This design comes from an exercise in tuning for small area on the open sky130 flow, not from production work.
In this exercise RTL edits were held to simulation tests only and were not proved equivalent to the original.
In every run shown here, the design's own scripts or RTL, not TritonCTS, make the clock network.
The clock port is modelled as an ideal driver, which makes a skipped or thinned clock tree look cheaper than it is; a real chip needs a root buffer or a tree.
Power and IR drop assume default switching activity.

`flow/flow/cts.tcl`:
```
set R $::env(R)
read_liberty $::env(LIB)
read_db $R/3_place.odb
read_sdc $R/3_place.sdc
source $::env(FLOW_HOME)/platforms/sky130hd/setRC.tcl
set K $::env(CLK_K)
set block [ord::get_db_block]
set clk [$block findNet $::env(CLKPORT)]
set master [[ord::get_db] findMaster [lindex $::env(CLKBUFS) 0]]
set sinks {}
foreach it [$clk getITerms] {
  set bb [[$it getInst] getBBox]
  lappend sinks [list $it [expr {([$bb xMin] + [$bb xMax]) / 2.0}] [expr {([$bb yMin] + [$bb yMax]) / 2.0}]]
}
set n [llength $sinks]
# initial centres: sinks spread along x order
set sorted [lsort -real -index 1 $sinks]
set cx {}; set cy {}
for {set k 0} {$k < $K} {incr k} {
  set s [lindex $sorted [expr {int(($k + 0.5) * $n / $K)}]]
  lappend cx [lindex $s 1]; lappend cy [lindex $s 2]
}
set cap [expr {int(ceil(double($n) / $K)) + 2}]
for {set iter 0} {$iter < 50} {incr iter} {
  # balanced assignment: each sink to its nearest centre with room left
  set cnt [lrepeat $K 0]
  set asg {}
  set order {}
  foreach s $sinks {
    set best 1e30
    for {set k 0} {$k < $K} {incr k} {
      set d [expr {abs([lindex $s 1] - [lindex $cx $k]) + abs([lindex $s 2] - [lindex $cy $k])}]
      if {$d < $best} {set best $d}
    }
    lappend order [list $s $best]
  }
  foreach e [lsort -real -index 1 $order] {
    set s [lindex $e 0]
    set bk -1; set best 1e30
    for {set k 0} {$k < $K} {incr k} {
      if {[lindex $cnt $k] >= $cap} continue
      set d [expr {abs([lindex $s 1] - [lindex $cx $k]) + abs([lindex $s 2] - [lindex $cy $k])}]
      if {$d < $best} {set best $d; set bk $k}
    }
    lset cnt $bk [expr {[lindex $cnt $bk] + 1}]
    lappend asg [list $s $bk]
  }
  set nx [lrepeat $K 0.0]; set ny [lrepeat $K 0.0]
  foreach a $asg {
    set k [lindex $a 1]; set s [lindex $a 0]
    lset nx $k [expr {[lindex $nx $k] + [lindex $s 1]}]
    lset ny $k [expr {[lindex $ny $k] + [lindex $s 2]}]
  }
  for {set k 0} {$k < $K} {incr k} {
    if {[lindex $cnt $k] > 0} {
      lset cx $k [expr {[lindex $nx $k] / [lindex $cnt $k]}]
      lset cy $k [expr {[lindex $ny $k] / [lindex $cnt $k]}]
    }
  }
}
for {set k 0} {$k < $K} {incr k} {
  set b [odb::dbInst_create $block $master clkbuf_$k]
  set nn [odb::dbNet_create $block clknet_$k]
  $nn setSigType CLOCK
  [$b findITerm A] connect $clk
  [$b findITerm X] connect $nn
  $b setLocation [expr {int([lindex $cx $k])}] [expr {int([lindex $cy $k])}]
  $b setPlacementStatus PLACED
  set bufs($k) $b; set nets($k) $nn
}
foreach a $asg {
  set it [lindex [lindex $a 0] 0]
  $it disconnect
  $it connect $nets([lindex $a 1])
}
puts "clock sinks: $n in $K clusters of at most $cap"
detailed_placement
set_propagated_clock [all_clocks]
# upsize each cluster's buffer until its flip-flops' clock slew is under target
set sizes $::env(CLKBUFS)
set target $::env(CLK_SLEW_TARGET)
for {set k 0} {$k < $K} {incr k} { set lvl($k) 0 }
for {set pass 0} {$pass < [llength $sizes]} {incr pass} {
  estimate_parasitics -placement
  set changed 0
  for {set k 0} {$k < $K} {incr k} {
    set w 0
    foreach it [$nets($k) getITerms] {
      if {[$it isOutputSignal]} continue
      set p [get_pins -of_objects [get_cells [[$it getInst] getName]] -filter "direction == input"]
      set pin [get_pins "[[$it getInst] getName]/[[$it getMTerm] getName]"]
      set s [get_property $pin slew_max]
      if {$s > $w} {set w $s}
    }
    puts "cluster $k buffer [[$bufs($k) getMaster] getName] worst slew $w"
    if {$w > $target && $lvl($k) + 1 < [llength $sizes]} {
      incr lvl($k)
      replace_cell [$bufs($k) getName] [lindex $sizes $lvl($k)]
      set changed 1
    }
  }
  if {!$changed} break
}
detailed_placement
check_placement -verbose
estimate_parasitics -placement
report_clock_skew
set worst 0
foreach p [get_pins -hierarchical */CLK] { set s [get_property $p slew_max]; if {$s > $worst} {set worst $s} }
puts "WORST CLK SLEW $worst"
report_worst_slack -max
report_worst_slack -min
if {[info exists ::env(OUTDIR)]} {
  write_db $::env(OUTDIR)/4_1_cts.odb
  write_sdc $::env(OUTDIR)/4_cts.sdc
}
```
`flow/constraint.sdc`:
```
create_clock -name core_clock -period 10.0 [get_ports {CLOCK}]
set_input_delay 2.0000 -clock core_clock [delete_from_list [all_inputs] [get_ports {CLOCK}]]
set_output_delay 2.0000 -clock core_clock [all_outputs]
set_load 0.01 [all_outputs]
```
`flow/standard.sh`:
```
#!/bin/bash
# synth_recipe.tcl (not shown) runs the flow's synth.tcl, then flattens the netlist and writes it again
# the make line also repeats each setting of config.mk as NAME=value (left out here)
make -C /OpenROAD-flow-scripts/flow DESIGN_CONFIG=/design/flow/config.mk WORK_HOME=/design/flow/orfs CLKGATE_MAP_FILE= SYNTH_SCRIPT=/design/flow/synth_recipe.tcl "${@:-finish}"
```
`flow/design.v`:
```
`timescale 1ns / 1ps
module main(
    input CLOCK,
    input rst,
    input [15:0] sw,
    input btnC, btnU, btnD, btnR, btnL,
    output [3:0] an,
    output [6:0] seg,
    output dp,
    output [15:0] led
    );
    assign dp = 1;
    reg [12:0] v;
    wire [12:0] vn = v + 1'b1;
    wire ft = &v[2:0];    
    wire bt = &v[4:0];    
    wire mt = &v[8:0];    
    wire st = &v[11:0];   
    wire xt = &v[12:0];   
    always @(posedge CLOCK)
        v <= rst ? 13'h1fff : vn;
    reg [4:0] q0, q1;
    always @(posedge CLOCK) begin
        if (rst) q0 <= 5'b0;
        else if (bt) q0 <= {btnL, btnR, btnD, btnU, btnC};
        if (bt) q1 <= q0;
    end
    wire [4:0] pul = q0 & ~q1;
    wire pC = pul[0], pU = pul[1], pD = pul[2], pR = pul[3], pL = pul[4];
    wire E = (sw == 16'h001f);
    reg seen;
    always @(posedge CLOCK)
        seen <= rst ? 1'b0 : (seen | E);
    wire a_done = E | seen;
    reg p;
    reg [1:0] l;
    wire LOA = ~(p & (l == 2'd0));
    reg [3:0] cnt;
    reg quar, rq;
    wire inc = st & (LOA ? quar : a_done);
    wire c15 = (cnt == 4'd15);
    wire dtick = LOA & (p ? ft : xt);
    always @(posedge CLOCK) begin
        if (rst) begin
            p <= 1'b1;
            l <= 2'd0;
        end else if (inc & c15 & ~LOA) begin
            p <= 1'b0;
        end else if (dtick) begin
            p <= p | (l == 2'd3);
            l <= (l == 2'd3) ? 2'd1 : l + 1'b1;
        end
    end
    always @(posedge CLOCK) begin
        if (rst) cnt <= 4'd0;
        else if (inc) cnt <= cnt + 1'b1;
        if (rst) quar <= 1'b0;
        else if (bt) quar <= ~rq & (quar | (LOA & pC));
        if (rst) rq <= 1'b0;
        else if (st) rq <= quar & (c15 | rq);
    end
    reg [1:0] ptr, j;
    reg t;
    always @(posedge CLOCK) begin
        if (rst) ptr <= 2'd0;
        else if (bt) begin
            if (rq) ptr <= 2'd0;
            else if (pR && ptr != 2'd0) ptr <= ptr - 1'b1;
            else if (pL && ptr != 2'd3) ptr <= ptr + 1'b1;
        end
        if (rst) t <= 1'b0;
        else if (mt) t <= ~(t & (ptr == j));
        if (mt) j <= ptr;
    end
    wire m = t & (ptr == j);
    localparam [3:0] C0 = 4'd1;
    localparam [3:0] C1 = 4'd2;
    localparam [3:0] C2 = 4'd3;
    localparam [3:0] C3 = 4'd4;
    localparam [3:0] C4 = 4'd5;
    localparam [3:0] C5 = 4'd6;
    localparam [3:0] C6 = 4'd7;
    localparam [3:0] C7 = 4'd8;
    localparam [3:0] C8 = 4'd9;
    localparam [3:0] C9 = 4'd10;
    localparam [3:0] CB = 4'd11;
    localparam [3:0] CE = 4'd0;
    function [3:0] up(input [3:0] c);
        reg [15:0] oh;
        begin
            oh = 16'd1 << c;
            up[0] = |(oh & 16'h0555);
            up[1] = |(oh & 16'h0666);
            up[2] = |(oh & 16'h0078);
            up[3] = |(oh & 16'h0780);
        end
    endfunction
    function [3:0] dn(input [3:0] c);
        reg [15:0] oh;
        begin
            oh = 16'd1 << c;
            dn[0] = |(oh & 16'h0557);
            dn[1] = |(oh & 16'h099a);
            dn[2] = |(oh & 16'h01e0);
            dn[3] = |(oh & 16'h0e02);
        end
    endfunction
    function [3:0] letter(input [1:0] k);
        case (k)
        2'd0: letter = 4'd12;
        2'd1: letter = 4'd13;
        2'd2: letter = 4'd14;
        2'd3: letter = 4'd15;
        endcase
    endfunction
    reg [15:0] chd, sn;
    reg pdU, pdD, pdRq, pdM;
    reg [1:0] pdPtr;
    always @(posedge CLOCK) begin
        if (rst) begin
            pdU <= 1'b0;
            pdD <= 1'b0;
            pdRq <= 1'b0;
            pdM <= 1'b0;
        end else if (bt) begin
            pdU <= pU;
            pdD <= pD;
            pdRq <= rq;
            pdM <= m;
        end
        if (bt) pdPtr <= ptr;
    end
    wire [3:0] csel = chd[4*pdPtr +: 4];
    wire [3:0] cup = up(csel), cdn = dn(csel);
    wire pud = pdU | pdD;
    wire [3:0] nsel = pdU ? cup : cdn;
    wire [15:0] sq;
    wire [3:0] pd;    
    genvar i;
    generate for (i = 0; i < 4; i = i + 1) begin : dg
        wire [3:0] c = chd[4*i +: 4];
        wire sel = (pdPtr == i);
        wire ce = (c == CE);
        wire hold = pdRq | ce;
        wire [3:0] pc = (i == 0) ? C6 : (i == 1) ? C8 : (i == 2) ? C2 : C9;
        assign sq[4*i +: 4] = hold ? sn[4*i +: 4] : ((sel & pdM) ? CE : c);
        assign pd[i] = hold ? (sn[4*i +: 4] == pc) : (~(sel & pdM) & (c == pc));
        always @(posedge CLOCK) begin
            if (rst | (bt & pdRq)) chd[4*i +: 4] <= CB;
            else if (bt & (ce | (sel & pud))) chd[4*i +: 4] <= (sel & pud) ? nsel : C0;
            if (bt) sn[4*i +: 4] <= sq[4*i +: 4];
        end
    end endgenerate
    wire pass = &pd;
    reg quartz, alldone;
    always @(posedge CLOCK) begin
        if (rst) begin
            quartz <= 1'b0;
            alldone <= 1'b0;
        end else if (bt) begin
            quartz <= quartz | (pass & pC);
            alldone <= alldone | quartz;
        end
    end
    reg [3:0] disp;
    wire [1:0] k = vn[4:3];
    wire [3:0] lk = letter(k);
    always @(posedge CLOCK)
        if (ft) disp <= alldone ? lk : sn[4*k +: 4];
    wire [15:0] dsel = 16'd1 << disp;
    wire [6:0] seg_e;
    assign seg_e[0] = |(dsel & 16'he025);
    assign seg_e[1] = |(dsel & 16'h68c1);
    assign seg_e[2] = |(dsel & 16'he809);
    assign seg_e[3] = |(dsel & 16'h7125);
    assign seg_e[4] = |(dsel & 16'h8d75);
    assign seg_e[5] = |(dsel & 16'h291d);
    assign seg_e[6] = |(dsel & 16'hc107);
    wire [3:0] an_e = ~(4'b0001 << v[4:3]);
    reg [3:0] an_d;
    reg [6:0] seg_d;
    always @(*) begin
        case (l)
        2'd0: begin an_d = 4'b0000; seg_d = 7'b1110110; end
        2'd1: begin an_d = 4'b1011; seg_d = 7'b1000111; end
        2'd2: begin an_d = 4'b1101; seg_d = 7'b1000000; end
        default: begin an_d = 4'b1110; seg_d = 7'b0001000; end
        endcase
    end
    wire showE = alldone | (LOA & (cnt != 4'd0));
    assign an = showE ? an_e : (a_done ? an_d : 4'hf);
    assign seg = showE ? seg_e : (a_done ? seg_d : 7'h7f);
    genvar b;
    generate for (b = 0; b < 16; b = b + 1) begin : lg
        assign led[b] = ~alldone & (cnt != 4'd0) & ({1'b0, cnt} <= 5'd15 - b);
    end endgenerate
endmodule
```
`flow/flow/run.sh`:
```
#!/bin/bash
# Own layout flow: the standard synthesis, then the combinational logic
# between the (unchanged) registers is re-mapped by ABC for area, then the
# standard ORFS layout with port buffers of the smallest buffer and a small
# clock tree. Each tool's output goes to a log_*.txt file in the work folder.
set -euo pipefail
W=$(pwd)
F=$W/flow
R=$W/orfs/results/$FLOW_PLATFORM/main/base
LIB=$FLOW_HOME/platforms/$FLOW_PLATFORM/lib/sky130_fd_sc_hd__tt_025C_1v80.lib

# 1. standard synthesis
bash standard.sh synth > $W/log_synth.txt 2>&1
cp $R/1_2_yosys.v $W/std_synth.v

# 2. re-map the combinational logic
DU=$(make -s -C $FLOW_HOME DESIGN_CONFIG=$W/config.mk print-DONT_USE_CELLS 2>/dev/null | sed 's/^DONT_USE_CELLS: //')
DARGS=""
for c in $DU; do DARGS="$DARGS -dont_use $c"; done
FFS=$(grep -oE "sky130_fd_sc_hd__[a-z]*df[a-z]*_[0-9]+" $W/std_synth.v | sort -u | tr '\n' ' ')
cat > $W/resynth.ys <<EOS
read_liberty -ignore_miss_func $LIB
read_verilog $W/std_synth.v
hierarchy -top $FLOW_TOP
setattr -mod -set keep_hierarchy 1 $FFS
flatten
opt -purge
abc -liberty $LIB $DARGS -script $F/area.abc
opt -purge
splitnets
opt_clean -purge
hilomap -singleton -hicell sky130_fd_sc_hd__conb_1 HI -locell sky130_fd_sc_hd__conb_1 LO
insbuf -buf sky130_fd_sc_hd__buf_1 A X
opt_clean -purge
select $FLOW_TOP
write_verilog -noattr -noexpr -nohex -nodec -selected $W/resynth.v
select -clear
tee -o $W/resynth_stat.txt stat -liberty $LIB
EOS
# deepsyn is a randomised search: run it with eight seeds (four at a time),
# keep the smallest
SEEDS="1 2 3 7 4 5 6 8"
n=0
for S in $SEEDS; do
  sed -e "s/@SEED@/$S/" $F/area.abc > $W/area_$S.abc
  sed -e "s#$F/area.abc#$W/area_$S.abc#; s#$W/resynth.v#$W/resynth_$S.v#; s#$W/resynth_stat.txt#$W/resynth_stat_$S.txt#" $W/resynth.ys > $W/resynth_$S.ys
  yosys -l $W/log_resynth_$S.txt -s $W/resynth_$S.ys > /dev/null 2>&1 &
  n=$((n + 1))
  if (( n % 4 == 0 )); then wait; fi
done
wait
best=""; besta=""
for S in $SEEDS; do
  a=$(grep "Chip area for top module" $W/resynth_stat_$S.txt | grep -oE "[0-9.]+$" || true)
  echo "seed $S area $a" >> $W/log_resynth_pick.txt
  if [[ -n "$a" ]] && { [[ -z "$besta" ]] || awk "BEGIN{exit !($a < $besta)}"; }; then best=$S; besta=$a; fi
done
echo "picked seed $best area $besta" >> $W/log_resynth_pick.txt
cp $W/resynth_$best.v $W/resynth.v
cp $W/resynth.v $R/1_2_yosys.v
rm -f $R/1_synth.odb $R/1_synth.sdc

# 3. layout
export BUFFER_PORTS_ARGS="-buffer_cell sky130_fd_sc_hd__buf_1"
bash standard.sh place > $W/log_place.txt 2>&1
# own clock tree in place of ORFS's CTS step
R=$R OUTDIR=$R LIB=$LIB CLKPORT=CLOCK CLK_K=4 CLK_SLEW_TARGET=0.105 \
  CLKBUFS="sky130_fd_sc_hd__buf_8 sky130_fd_sc_hd__buf_12 sky130_fd_sc_hd__buf_16" \
  openroad -no_init -exit $F/cts.tcl > $W/log_cts.txt 2>&1
bash standard.sh finish > $W/log_layout.txt 2>&1
```
`flow/flow/area.abc`:
```
strash
&get -n
&st
&deepsyn -T 30 -S @SEED@
&dch -f
&nf -R 1000 -p
&put
```
`flow/config.mk`:
```
export PLATFORM = sky130hd
export DESIGN_NAME = main
export DESIGN_NICKNAME = main
export VERILOG_FILES = /design/flow/design.v
export SDC_FILE = /design/flow/constraint.sdc
export NUM_CORES = 4
export LEC_CHECK = 0
export CAP_MARGIN = 20
export CORE_MARGIN = 2
export CORE_UTILIZATION = 70
export PLACE_DENSITY = 0.9
export SLEW_MARGIN = 20
```
==> flow_summary.json, run 1 <==
{
  "wl_um": 7990,
  "portBuffers": 48,
  "skew_ns": 0.0133,
  "overflow": 0,
  "hold_slack_ns": 0.450,
  "synthToLayoutAreaGrowth_pct": 9.11,
  "clk_pin_slew_ns": 0.08,
  "drive_gt1_share_pct": 1.10,
  "path_max_fanout": 5,
  "gp_congestion": 0.908,
  "fmax_ghz": 0.170,
  "grt_max_degree": 30,
  "regToRegSetupSlack_ns": 6.15,
  "cap_violations": 0,
  "syn-instance-count": 405,
  "hp-class": "register to register",
  "relSlewSlack_pct": 46.6,
  "dpl.hpwl_um": 5850,
  "rows": 26,
  "rr_worst_depth": 9,
  "detail-route-antenna-nets": 0,
  "drt_iter0_markers": 261,
  "syn-cell-area_mm2": 0.00376,
  "crit_chain": "buf_1 -> or4_1 -> nor4_1 -> a31oi_1 -> or2_0 -> nor2b_1 -> a211oi_1 -> buf_1",
  "critPathLaunch": "sw[9]",
  "die_h_um": 77.3,
  "reg2reg_to": "cnt[3]",
  "die_area_mm2": 0.00598,
  "core_area_mm2": 0.00514,
  "endpoint": "an[0]",
  "crit_slowest_cell": "or4_1",
  "drc": 0,
  "vias_per_cell": 6.29,
  "clock_latency_ns": 0.13,
  "path_class": "input port to output port",
  "wl_per_cell_um": 15.2,
  "grt_pass1_vias": 3010,
  "min_period_over_period_pct": 59.0,
  "grt_pass1_wl_um": 13400,
  "rr_startpoint": "v[0]",
  "grtUsageTotal_pct": 26.3,
  "slew_viol_final": 0,
  "powerDensity_mw_per_mm2": 168,
  "hold_violations": 0,
  "pin_count": 51,
  "cpPeakStageDelay_ns": 0.52,
  "setup_tns_ns": 0,
  "leakage_nw": 1.36,
  "start_kind": "input port",
  "ys_warn_count": 1,
  "syn-num-nets": 428,
  "min_period_ns": 5.90,
  "die_x_um": 77.3,
  "start_util_pct": 73.2,
  "crit_path_frequent_cell": "buf_1",
  "tightest_slew_ns": 0.796,
  "rsz0062_at_grt": "false",
  "antenna_found_initial": 0,
  "route.vias.total": 3306,
  "avgSynthCellArea_um2": 9.30,
  "fillers": 375,
  "critical_path_arrival_ns": 3.90,
  "worstSetupEndpointType": "output port",
  "status": "complete, no violations",
  "first_pass_iters": 5,
  "setup_violations": 0,
  "vdd_drop_max_mv": 0.160,
  "finish.net_count": 481,
  "antennaDiodeCount": 0,
  "cp.required_ns": 8.00
}
[critical path, delay by kind of cell]
kind	cells	cell delay (ns)
simple gates	4	1.39
compound gates	2	0.30
buf+inv	2	0.20
[layer usage]
layer	GRT usage (%)	wire length (µm)
met5	0	0
met4	5.00	81
met3	1.74	519
met2	48.9	4060
met1	34.2	3330
[report_power, final]
part	internal (mW)	switching (mW)	leakage, nW
registers	0.381	0.0270	0.668
logic	0.0503	0.0932	0.660
clock network	0.0601	0.0794	0.0356
[registers in the layout, summed over array words and instances (netlist names)]
signal	count
alldone	1
chd	16
cnt	4
disp	4
j	2
l	2
p	1
pdD	1
pdM	1
pdPtr	2
pdRq	1
pdU	1
ptr	2
q0	5
q1	5
quar	1
quartz	1
rq	1
seen	1
sn	16
t	1
v	13
[metrics by stage]
| step | total power [mW] | cell area (µm²) | util, % | setup slack [ns] | instances |
|---|---|---|---|---|---|
| after floorplan | 0.515 | 3760 | - | 4.44 | 405 |
| after global placement | 0.547 | 4030 | 78.5 | 4.17 | 522 |
| after detailed placement | 0.556 | 4030 | 78.5 | 4.14 | 522 |
| after global routing | 0.725 | 4110 | 79.9 | 3.89 | 526 |
| final | 0.691 | 4110 | 79.9 | 4.10 | 526 |
[final cells by class]
type                    count  area [µm²]  share of cell area [%]
inverters                  17        63.8                    1.55
multi-input cells         304        1760                    42.9
flip-flops and latches     82        1930                    47.0
plain buffers               4        75.1                    1.83
well taps                  70        87.6                    2.13
repair buffers             49         188                    4.57
[layout by cell type (no fill, tap or decap), types with 10 or more instances in the layout]
cell type and count:
buf_1 48, nor4_1 10, clkinv_1 17, nand2_1 44, nor3_1 19, edfxtp_1 29
nand2b_1 12, and2_0 15, a31oi_1 14, dfxtp_1 53, nor2_1 45, a21oi_1 29
[how the worst min path moves through the flow]
stage,start,end,slack [ns],cells after the start
final,v[0],v[0],0.45,1
after global routing,q0[1],q1[1],0.48,0
after detailed placement,v[0],v[0],0.43,1
after global placement,v[0],v[0],0.42,1
after floorplan,v[0],v[0],0.40,1
==> run 2: changes to the inputs <==
--- a/flow/config.mk
+++ b/flow/config.mk
@@ -8,5 +8,6 @@
 export CAP_MARGIN = 20
 export CORE_MARGIN = 2
 export CORE_UTILIZATION = 70
+export GPL_TIMING_DRIVEN = 0
 export PLACE_DENSITY = 0.9
 export SLEW_MARGIN = 20
==> flow_summary.json, run 2 <==
{
  "status": "complete, no violations",
  "portBuffers": 48,
  "core_area_mm2": 0.00514,
  "clock_latency_ns": 0.13,
  "cap_violations": 0,
  "vdd_drop_max_mv": 0.140,
  "avgSynthCellArea_um2": 9.30,
  "fin_cells": 527,
  "antennaDiodeCount": 0,
  "dpl.hpwl_um": 5730,
  "gp_congestion": 0.854,
  "die_x_um": 77.3,
  "reg2reg_to": "cnt[3]",
  "finish.net_count": 482,
  "hold_violations": 0,
  "relSlewSlack_pct": 47.4,
  "slew_viol_final": 0,
  "place_inst": 523,
  "hold_path_end": "v[0]",
  "leakage_nw": 1.36,
  "hp-start": "v[0]",
  "die_h_um": 77.3,
  "regToRegSetupSlack_ns": 6.34,
  "drt-met1-wl_um": 3290,
  "rows": 26,
  "antenna_found_initial": 0,
  "grtUsageTotal_pct": 25.8,
  "wl_um": 7790,
  "detail-route-antenna-nets": 0,
  "rsz0062_at_grt": "false",
  "grt_pass1_wl_um": 13200,
  "start_util_pct": 73.2,
  "ys_warn_count": 1,
  "hp-class": "register to register",
  "die_area_mm2": 0.00598,
  "layout.cells.most_common_list": "53 x dfxtp_1, 49 x buf_1, 45 x nor2_1",
  "min_period_over_period_pct": 59.9,
  "path_class": "input port to output port",
  "skew_ns": 0.0149,
  "drive_gt1_share_pct": 1.09,
  "clk_pin_slew_ns": 0.10,
  "wl_met3_um": 539,
  "vias_per_cell": 6.22,
  "tightest_slew_ns": 0.783,
  "syn-cell-area_mm2": 0.00376,
  "synthToLayoutAreaGrowth_pct": 9.01,
  "grt_max_degree": 30,
  "dr_wl_met2_um": 3880,
  "overflow": 0,
  "worstSetupEndpointType": "output port",
  "fmax_ghz": 0.167,
  "syn-instance-count": 405,
  "top_layer": "met4",
  "drc": 0,
  "rr_startpoint": "v[0]",
  "syn-num-nets": 428,
  "pin_count": 51,
  "setup_tns_ns": 0,
  "min_period_ns": 5.99,
  "grt_pass1_vias": 2943,
  "drt_iter0_markers": 328,
  "holdPathStages": 1,
  "fillers": 362,
  "start_kind": "input port",
  "wl_per_cell_um": 14.8,
  "route.vias.total": 3278,
  "critical_path_arrival_ns": 3.99,
  "setup_violations": 0,
  "rr_worst_depth": 9,
  "cp.required_ns": 8.00,
  "final_common_cell": "dfxtp_1",
  "top_regs": "chd x16, sn x16, v x13",
  "powerDensity_mw_per_mm2": 166,
  "first_pass_iters": 5,
  "hold_slack_ns": 0.467,
  "path_max_fanout": 5
}
[run 2: final cells by class]
type / count / area [µm²] / share of cell area, %
Sequential cell: 82 / 1930 / 47.1
Multi-Input combinational cell: 304 / 1760 / 42.9
Timing Repair Buffer: 48 / 181 / 4.42
Tap cell: 70 / 87.6 / 2.13
Buffer: 6 / 77.6 / 1.89
Inverter: 17 / 63.8 / 1.55
[run 2: worst max path at each step]
stage,slack (ns),to,depth (start not counted),startpoint
2_1_floorplan,4.44,an[0],6,sw[9]
3_5_place_dp,4.00,an[0],8,sw[9]
5_1_grt,3.85,an[0],8,sw[9]
3_3_place_gp,4.05,an[0],8,sw[9]
6_report,4.01,an[0],8,sw[9]
[run 2: worst max-delay path, cell delays in order]
cell and delay (ns):
buf_1 0.07, or4_1 0.52, nor4_1 0.25, a31oi_1 0.21
or2_0 0.33, nor2b_1 0.35, a211oi_1 0.14, buf_1 0.14
[run 2: per-stage QoR]
stage          util (%)  area [µm²]  power (mW)  worst slack, ns
6_report           79.8        4100       0.681             4.01
3_5_place_dp       78.5        4030       0.554             4.00
5_1_grt            79.8        4100       0.717             3.85
2_1_floorplan         -        3760       0.515             4.44
3_3_place_gp       78.5        4030       0.545             4.05
[run 2: metal layers]
metal,vias up,GRT usage [%]
met5,-,0
met4,0,5.54
met3,9,2.09
met2,151,47.6
met1,1478,33.3
li1,1640,-
[run 2: where the power goes]
part / internal [mW] / leakage [nW] / switching [mW]
clock: 0.0554 / 0.0336 / 0.0768
sequential: 0.381 / 0.668 / 0.0270
combinational: 0.0503 / 0.660 / 0.0915
==> run 3: changes to the inputs <==
--- a/flow/flow/run.sh
+++ b/flow/flow/run.sh
@@ -37,9 +37,9 @@
 select -clear
 tee -o $W/resynth_stat.txt stat -liberty $LIB
 EOS
-# deepsyn is a randomised search: run it with eight seeds (four at a time),
+# deepsyn is a randomised search: run it with sixteen seeds (four at a time),
 # keep the smallest
-SEEDS="1 2 3 7 4 5 6 8"
+SEEDS="1 2 3 7 4 5 6 8 9 10 11 12 13 14 15 16"
 n=0
 for S in $SEEDS; do
   sed -e "s/@SEED@/$S/" $F/area.abc > $W/area_$S.abc
==> flow_summary.json, run 3 <==
{
  "cap_violations": 0,
  "syn-num-nets": 428,
  "wl_um": 7790,
  "drc": 0,
  "fillers": 362,
  "core_area_mm2": 0.00514,
  "route.vias.total": 3278,
  "pin_count": 51,
  "finish.net_count": 482,
  "start_util_pct": 73.2,
  "path_max_fanout": 5,
  "portBuffers": 48,
  "min_period_over_period_pct": 59.9,
  "setup_tns_ns": 0,
  "grt_pass1_vias": 2943,
  "start_kind": "input port",
  "hold_violations": 0,
  "antenna_found_initial": 0,
  "design_area_mm2": 0.00410,
  "status": "complete, no violations",
  "dpl.hpwl_um": 5730,
  "fmax_ghz": 0.167,
  "ys_warn_count": 1,
  "dp_worst_setup_slack_ns": 4.00,
  "vdd_drop_max_mv": 0.140,
  "die_area_mm2": 0.00598,
  "top_regs": "chd x16, sn x16, v x13",
  "final_common_cell": "dfxtp_1",
  "critical_path_arrival_ns": 3.99,
  "worstSetupEndpointType": "output port",
  "die_h_um": 77.3,
  "layout.cells.most_common_list": "53 x dfxtp_1, 49 x buf_1, 45 x nor2_1",
  "drt_iter0_markers": 328,
  "grt_max_degree": 30,
  "synthToLayoutAreaGrowth_pct": 9.01,
  "multi_input_area_mm2": 0.00176,
  "gp_congestion": 0.854,
  "rsz0062_at_grt": "false",
  "rows": 26,
  "vias_per_cell": 6.22,
  "setup_violations": 0,
  "leakage_nw": 1.36,
  "relSlewSlack_pct": 47.4,
  "clock_latency_ns": 0.13,
  "slew_viol_final": 0,
  "avgSynthCellArea_um2": 9.30,
  "wl_per_cell_um": 14.8,
  "drive_gt1_share_pct": 1.09,
  "grtUsageTotal_pct": 25.8,
  "syn-cell-area_mm2": 0.00376,
  "grt_pass1_wl_um": 13200,
  "dpl_cell_area_mm2": 0.00403,
  "antennaDiodeCount": 0,
  "overflow": 0,
  "hp-class": "register to register",
  "cp.required_ns": 8.00,
  "worst_slack_ns": 4.01,
  "regArea_mm2": 0.00193,
  "path_class": "input port to output port",
  "first_pass_iters": 5,
  "tightest_slew_ns": 0.783,
  "detail-route-antenna-nets": 0,
  "clk_pin_slew_ns": 0.10,
  "powerDensity_mw_per_mm2": 166,
  "skew_ns": 0.0149,
  "syn-instance-count": 405,
  "min_period_ns": 5.99,
  "die_x_um": 77.3
}
-- run 3: per-layer routing --
| metal | share of wire [%] | routed length [µm] | track usage [%] |
|---|---|---|---|
| met1 | 42 | 3290 | 33.3 |
| met5 | 0 | 0 | 0 |
| met2 | 50 | 3880 | 47.6 |
| met3 | 6.9 | 539 | 2.09 |
| met4 | 1.1 | 85 | 5.54 |
-- run 3: worst paths after layout --
path                            slack (ns)  endpoint  cells after the start  startpoint
worst min register to register        0.47      v[0]                      1        v[0]
worst max-delay path                  4.01     an[0]                      8       sw[9]
worst max register to register        6.34    cnt[3]                      9        v[0]
worst min-delay path                  0.47      v[0]                      1        v[0]
-- run 3: power breakdown --
group / total [mW] / internal, mW / switching, mW
registers: 0.408 / 0.381 / 0.0270
logic: 0.142 / 0.0503 / 0.0915
clock network: 0.132 / 0.0554 / 0.0768
-- run 3: critical path: stages --
cell      delay (ns)
buf_1           0.07
or4_1           0.52
nor4_1          0.25
a31oi_1         0.21
or2_0           0.33
nor2b_1         0.35
a211oi_1        0.14
buf_1           0.14
-- run 3: stage by stage --
stage / util (%) / total power [mW] / hold WS (ns) / std cells
2_1_floorplan: - / 0.515 / 0.404 / 405
3_3_place_gp: 78.5 / 0.545 / 0.420 / 523
3_5_place_dp: 78.5 / 0.554 / 0.446 / 523
5_1_grt: 79.8 / 0.717 / 0.496 / 527
6_report: 79.8 / 0.681 / 0.467 / 527
-- run 3: area by class of cell --
| cell class | count | area share, % |
|---|---|---|
| buffer | 6 | 1.89 |
| inverter | 17 | 1.55 |
| multi-input combinational | 304 | 42.9 |
| sequential | 82 | 47.1 |
| tap | 70 | 2.13 |
| timing repair buffer | 48 | 4.42 |

-- separate check: timing with driven ports --
Ports are ideal in the flow. The routed layouts listed here were re-timed in OpenROAD.
Step 1 sets driving cells, clkbuf_16 on the clock port and buf_2 on the other inputs (assumed; they add their load-dependent delay and slew).
Step 2 adds t to the input delays and takes it off the output delays; t is the mean of the earliest and latest rising clock arrival at the registers after step 1. Input paths then give back, and output paths get back, about the clock's delay inside the block.
Three values: ideal, step 1, step 2; two values: the first two.
| run | t (ns) | slack for setup (ns) | worst setup path at the end | clock arrival spread, ns | worst data-port slew with drivers (ns) |
|---|---|---|---|---|---|
| run 1 | 0.199 | 4.102 / 4.080 / 4.080 | input to output | 0.014 / 0.014 | 0.03 |
| run 2 | 0.200 | 4.006 / 3.984 / 3.984 | input to output | 0.015 / 0.015 | 0.03 |
| run 3 | 0.200 | 4.006 / 3.984 / 3.984 | input to output | 0.015 / 0.015 | 0.03 |
After both steps setup and hold are still met in every run listed.
